From an optimization exercise on the open Yosys and OpenROAD flow, aimed at small area; shortcuts taken in it are not production practice.
In this exercise RTL edits were held to simulation tests only and were not proved equivalent to the original.
Power figures rest on the tool's default switching activity, not on a simulated workload.

==> flow/design.v <==
module axi4_master
(
    input  logic          clk,
    input  logic          arst,
    input  logic          io_interrupt,
    input  logic          i_write_req,
    input  logic          i_read_req,
    input  logic [ 31:0 ] i_addr,
    input  logic [ 63:0 ] i_write_data,
    input  logic [  7:0 ] i_axi_len,
    input  logic [  2:0 ] i_axi_size,
    input  logic [  1:0 ] i_axi_burst,
    input  logic [  7:0 ] i_axi_strb,
    output logic [ 63:0 ] o_read_data,
    output logic          o_axi_done,
    output logic          o_axi_handshake,
    input  logic          i_awready,
    output logic          o_awvalid,
    output logic [  3:0 ] o_awid,
    output logic [ 31:0 ] o_awaddr,
    output logic [  7:0 ] o_awlen,
    output logic [  2:0 ] o_awsize,
    output logic [  1:0 ] o_awburst,
    input  logic          i_wready,
    output logic          o_wvalid,
    output logic [ 63:0 ] o_wdata,
    output logic [  7:0 ] o_wstrb, 
    output logic          o_wlast,
    output logic          o_bready,
    input  logic          i_bvalid,
    input  logic [  3:0 ] i_bid,
    input  logic [  1:0 ] i_bresp,
    input  logic          i_arready,
    output logic          o_arvalid,
    output logic [  3:0 ] o_arid,
    output logic [ 31:0 ] o_araddr,
    output logic [  7:0 ] o_arlen,
    output logic [  2:0 ] o_arsize,
    output logic [  1:0 ] o_arburst,
    output logic          o_rready,
    input  logic          i_rvalid,
    input  logic [  3:0 ] i_rid, 
    input  logic [  1:0 ] i_rresp,
    input  logic [ 63:0 ] i_rdata,
    input  logic          i_rlast
);
    assign o_read_data = i_rdata;
    assign o_arlen     = i_axi_len;
    assign o_arsize    = i_axi_size;
    assign o_arburst   = i_axi_burst;
    assign o_awlen     = i_axi_len;
    assign o_awsize    = i_axi_size;
    assign o_awburst   = i_axi_burst;
    assign o_wdata     = i_write_data;
    logic s_w;
    logic s_a;
    logic s_d;
    logic s_idle;
    logic s_write;
    logic s_rlast;
    logic [ 7:0 ] s_count;
    logic [ 31:0 ] s_addr;
    assign s_idle    = ~( s_w | s_a | s_d );
    assign s_write   = s_w & ~s_a & s_d;
    assign o_awvalid = s_w & s_a;
    assign o_wvalid  = s_w & s_d;
    assign o_bready  = s_w & ~s_a & ~s_d;
    assign o_arvalid = ~s_w & s_a;
    assign o_rready  = ~s_w & s_d;
    always_ff @( posedge clk, posedge arst ) begin
        if ( arst ) begin
            s_w    <= 1'b0;
            s_a    <= 1'b0;
            s_d    <= 1'b0;
            o_awid <= '0;
            o_arid <= '0;
        end
        else begin
            s_w <= ( s_idle & i_write_req ) | ( s_w & ~( o_bready & i_bvalid ) );
            s_a <= ( s_idle & ( i_write_req | i_read_req ) ) | ( s_a & ~( s_w ? i_awready : i_arready ) );
            s_d <= s_a | ( s_d & ~( s_w ? ( o_wlast & i_wready ) : s_rlast ) );
            if ( o_bready & i_bvalid          ) o_awid <= o_awid + 4'b1;
            if ( o_rready & ~s_a & s_rlast    ) o_arid <= o_arid + 4'b1;
        end
    end
    always_ff @( posedge clk ) begin
        if ( s_idle ) o_wstrb <= i_axi_strb;
    end
    always_ff @( posedge clk ) begin
        if ( s_idle ) s_addr[ 31:8 ] <= i_addr[ 31:8 ];
    end
    always_ff @( posedge clk ) begin
        if      ( s_idle                ) s_addr[ 7:0 ] <= i_addr[ 7:0 ];
        else if ( o_awvalid & i_awready ) s_addr[ 7:0 ] <= i_axi_len;
        else if ( i_wready & o_wvalid   ) s_addr[ 7:0 ] <= s_addr[ 7:0 ] - 8'b1;
    end
    assign o_awaddr = s_addr;
    assign o_araddr = s_addr;
    assign s_count  = s_addr[ 7:0 ];
    assign o_wlast = s_write & ( s_count == 8'b0 );
    assign o_axi_done = ( ( i_bvalid ) & ( i_bresp == 2'b0 ) & ( o_bready ) ) | ( ( s_rlast ) );
    assign o_axi_handshake = ( i_wready & o_wvalid ) | ( o_rready & i_rvalid );
    always_ff @( posedge clk ) begin
        s_rlast <= i_rlast;
    end
endmodule
export LEC_CHECK = 0
export CAP_MARGIN = 20
export CORE_AREA = 5 5 175 175
export CTS_BUF_LIST = sky130_fd_sc_hd__clkbuf_8
export DIE_AREA = 0 0 180 180
export SLEW_MARGIN = 20
create_clock -name core_clock -period 5.0 [get_ports {clk}]
standard.sh (not shown) runs the stock make flow with config.mk's settings and CLKGATE_MAP_FILE= SYNTH_SCRIPT=/design/flow/synth_recipe.tcl, a recipe that flattens the netlist after the stock synthesis.
==> flow/flow/run.sh <==
#!/bin/bash
# Standard layout with: port buffers of the smallest buffer cell, logic cells downsized after
# placement, and a clock tree built from one buffer size without dummy loads.
export BUFFER_PORTS_ARGS="-buffer_cell sky130_fd_sc_hd__buf_1"
export POST_RESIZE_TCL=$PWD/flow/downsize.tcl
export CTS_ARGS="-sink_clustering_enable -repair_clock_nets -buf_list sky130_fd_sc_hd__clkbuf_8 -dont_use_dummy_load"
bash standard.sh > standard.log 2>&1
==> flow/flow/downsize.tcl <==
# Swap each logic cell for the smallest-area cell of the same function (same name, lowest drive),
# then let repair_design fix any slew or capacitance limit this breaks.
proc my_downsize {} {
  set db [ord::get_db]
  set block [ord::get_db_block]
  set n 0
  foreach inst [$block getInsts] {
    set master [$inst getMaster]
    set name [$master getName]
    if {![regexp {^(sky130_fd_sc_hd__[a-z0-9]+)_([0-9]+)$} $name -> base drive]} { continue }
    if {[regexp {clkdly|dly|tap|fill|decap|conb|diode} $base]} { continue }
    if {[$inst isFixed]} { continue }
    set best $master
    set best_area [expr {[$master getWidth] * [$master getHeight]}]
    foreach d {0 1 2 4} {
      set m [$db findMaster ${base}_$d]
      if {$m eq "NULL" || $m eq ""} { continue }
      set a [expr {[$m getWidth] * [$m getHeight]}]
      if {$a < $best_area} { set best $m; set best_area $a }
    }
    if {$best ne $master} {
      replace_cell [$inst getName] [$best getName]
      incr n
    }
  }
  puts "my_downsize: replaced $n cells"
}
my_downsize
estimate_parasitics -placement
repair_design
report_worst_slack -max
report_worst_slack -min
Edit:
--- a/flow/design.v
+++ b/flow/design.v
@@ -56,12 +56,10 @@
     logic s_a;
     logic s_d;
     logic s_idle;
-    logic s_write;
     logic s_rlast;
     logic [ 7:0 ] s_count;
     logic [ 31:0 ] s_addr;
     assign s_idle    = ~( s_w | s_a | s_d );
-    assign s_write   = s_w & ~s_a & s_d;
     assign o_awvalid = s_w & s_a;
     assign o_wvalid  = s_w & s_d;
     assign o_bready  = s_w & ~s_a & ~s_d;
@@ -76,11 +74,11 @@
             o_arid <= '0;
         end
         else begin
-            s_w <= ( s_idle & i_write_req ) | ( s_w & ~( o_bready & i_bvalid ) );
+            s_w <= ( s_idle & i_write_req ) | ( s_w & ~i_bvalid );
             s_a <= ( s_idle & ( i_write_req | i_read_req ) ) | ( s_a & ~( s_w ? i_awready : i_arready ) );
-            s_d <= s_a | ( s_d & ~( s_w ? ( o_wlast & i_wready ) : s_rlast ) );
-            if ( o_bready & i_bvalid          ) o_awid <= o_awid + 4'b1;
-            if ( o_rready & ~s_a & s_rlast    ) o_arid <= o_arid + 4'b1;
+            s_d <= s_a | ( s_d & ~( ( s_count == i_axi_len ) & i_wready ) & ~s_rlast );
+            if ( i_bvalid ) o_awid <= o_awid + 4'b1;
+            if ( s_rlast  ) o_arid <= o_arid + 4'b1;
         end
     end
     always_ff @( posedge clk ) begin
@@ -91,15 +89,15 @@
     end
     always_ff @( posedge clk ) begin
         if      ( s_idle                ) s_addr[ 7:0 ] <= i_addr[ 7:0 ];
-        else if ( o_awvalid & i_awready ) s_addr[ 7:0 ] <= i_axi_len;
-        else if ( i_wready & o_wvalid   ) s_addr[ 7:0 ] <= s_addr[ 7:0 ] - 8'b1;
+        else if ( o_awvalid & i_awready ) s_addr[ 7:0 ] <= 8'b0;
+        else if ( i_wready              ) s_addr[ 7:0 ] <= s_addr[ 7:0 ] + 8'b1;
     end
     assign o_awaddr = s_addr;
     assign o_araddr = s_addr;
     assign s_count  = s_addr[ 7:0 ];
-    assign o_wlast = s_write & ( s_count == 8'b0 );
-    assign o_axi_done = ( ( i_bvalid ) & ( i_bresp == 2'b0 ) & ( o_bready ) ) | ( ( s_rlast ) );
-    assign o_axi_handshake = ( i_wready & o_wvalid ) | ( o_rready & i_rvalid );
+    assign o_wlast = ~s_a & ( s_count == i_axi_len );
+    assign o_axi_done = ( i_bvalid & ( i_bresp == 2'b0 ) ) | s_rlast;
+    assign o_axi_handshake = i_wready | i_rvalid;
     always_ff @( posedge clk ) begin
         s_rlast <= i_rlast;
     end
Effect:
- The changed run produced a clean layout
- total power is higher by 12%
- routed wire length climbs by 2.6%
- synthesized cell count falls by about 5%
- first-iteration DRC count came out lower by 43%
- register-to-register slack is better by 0.56 ns
- worst setup slack degrades by 0.32 ns
- sequential power grows by about 12%
- cell area came out lower by about 0.9%
- hold slack is worse by 0.0078 ns
- sequential cell count stays the same
- clock power stays flat

## re-timing with driven ports
Ports are ideal in the flow. The routed layouts listed here were re-timed in OpenROAD.
Step 1 sets driving cells, clkbuf_16 on the clock port and buf_2 on the other inputs (assumed; they add their load-dependent delay and slew).
Step 2 times the ports against the registers' clock, not the clock port: input delays grow and output delays shrink by t, the midpoint of the rising clock arrivals with the driver on.
a / b / c = no drivers / after step 1 / after step 2; a / b = the first two.
run	t (ns)	setup WS [ns]	worst setup path after step 2	clock arrival spread, ns	slew at the worst register clock pin (ns)
the first run	0.354	1.837 / 1.801 / 2.049	register to register	0.022 / 0.022	0.12 / 0.12
the second run	0.346	1.520 / 1.487 / 1.487	input to output	0.019 / 0.019	0.11 / 0.11
After both steps setup and hold are still met in every run listed. For the second run, which loses most, drivers alone change the setup slack by -0.033 ns; drivers and shift together by -0.033 ns.
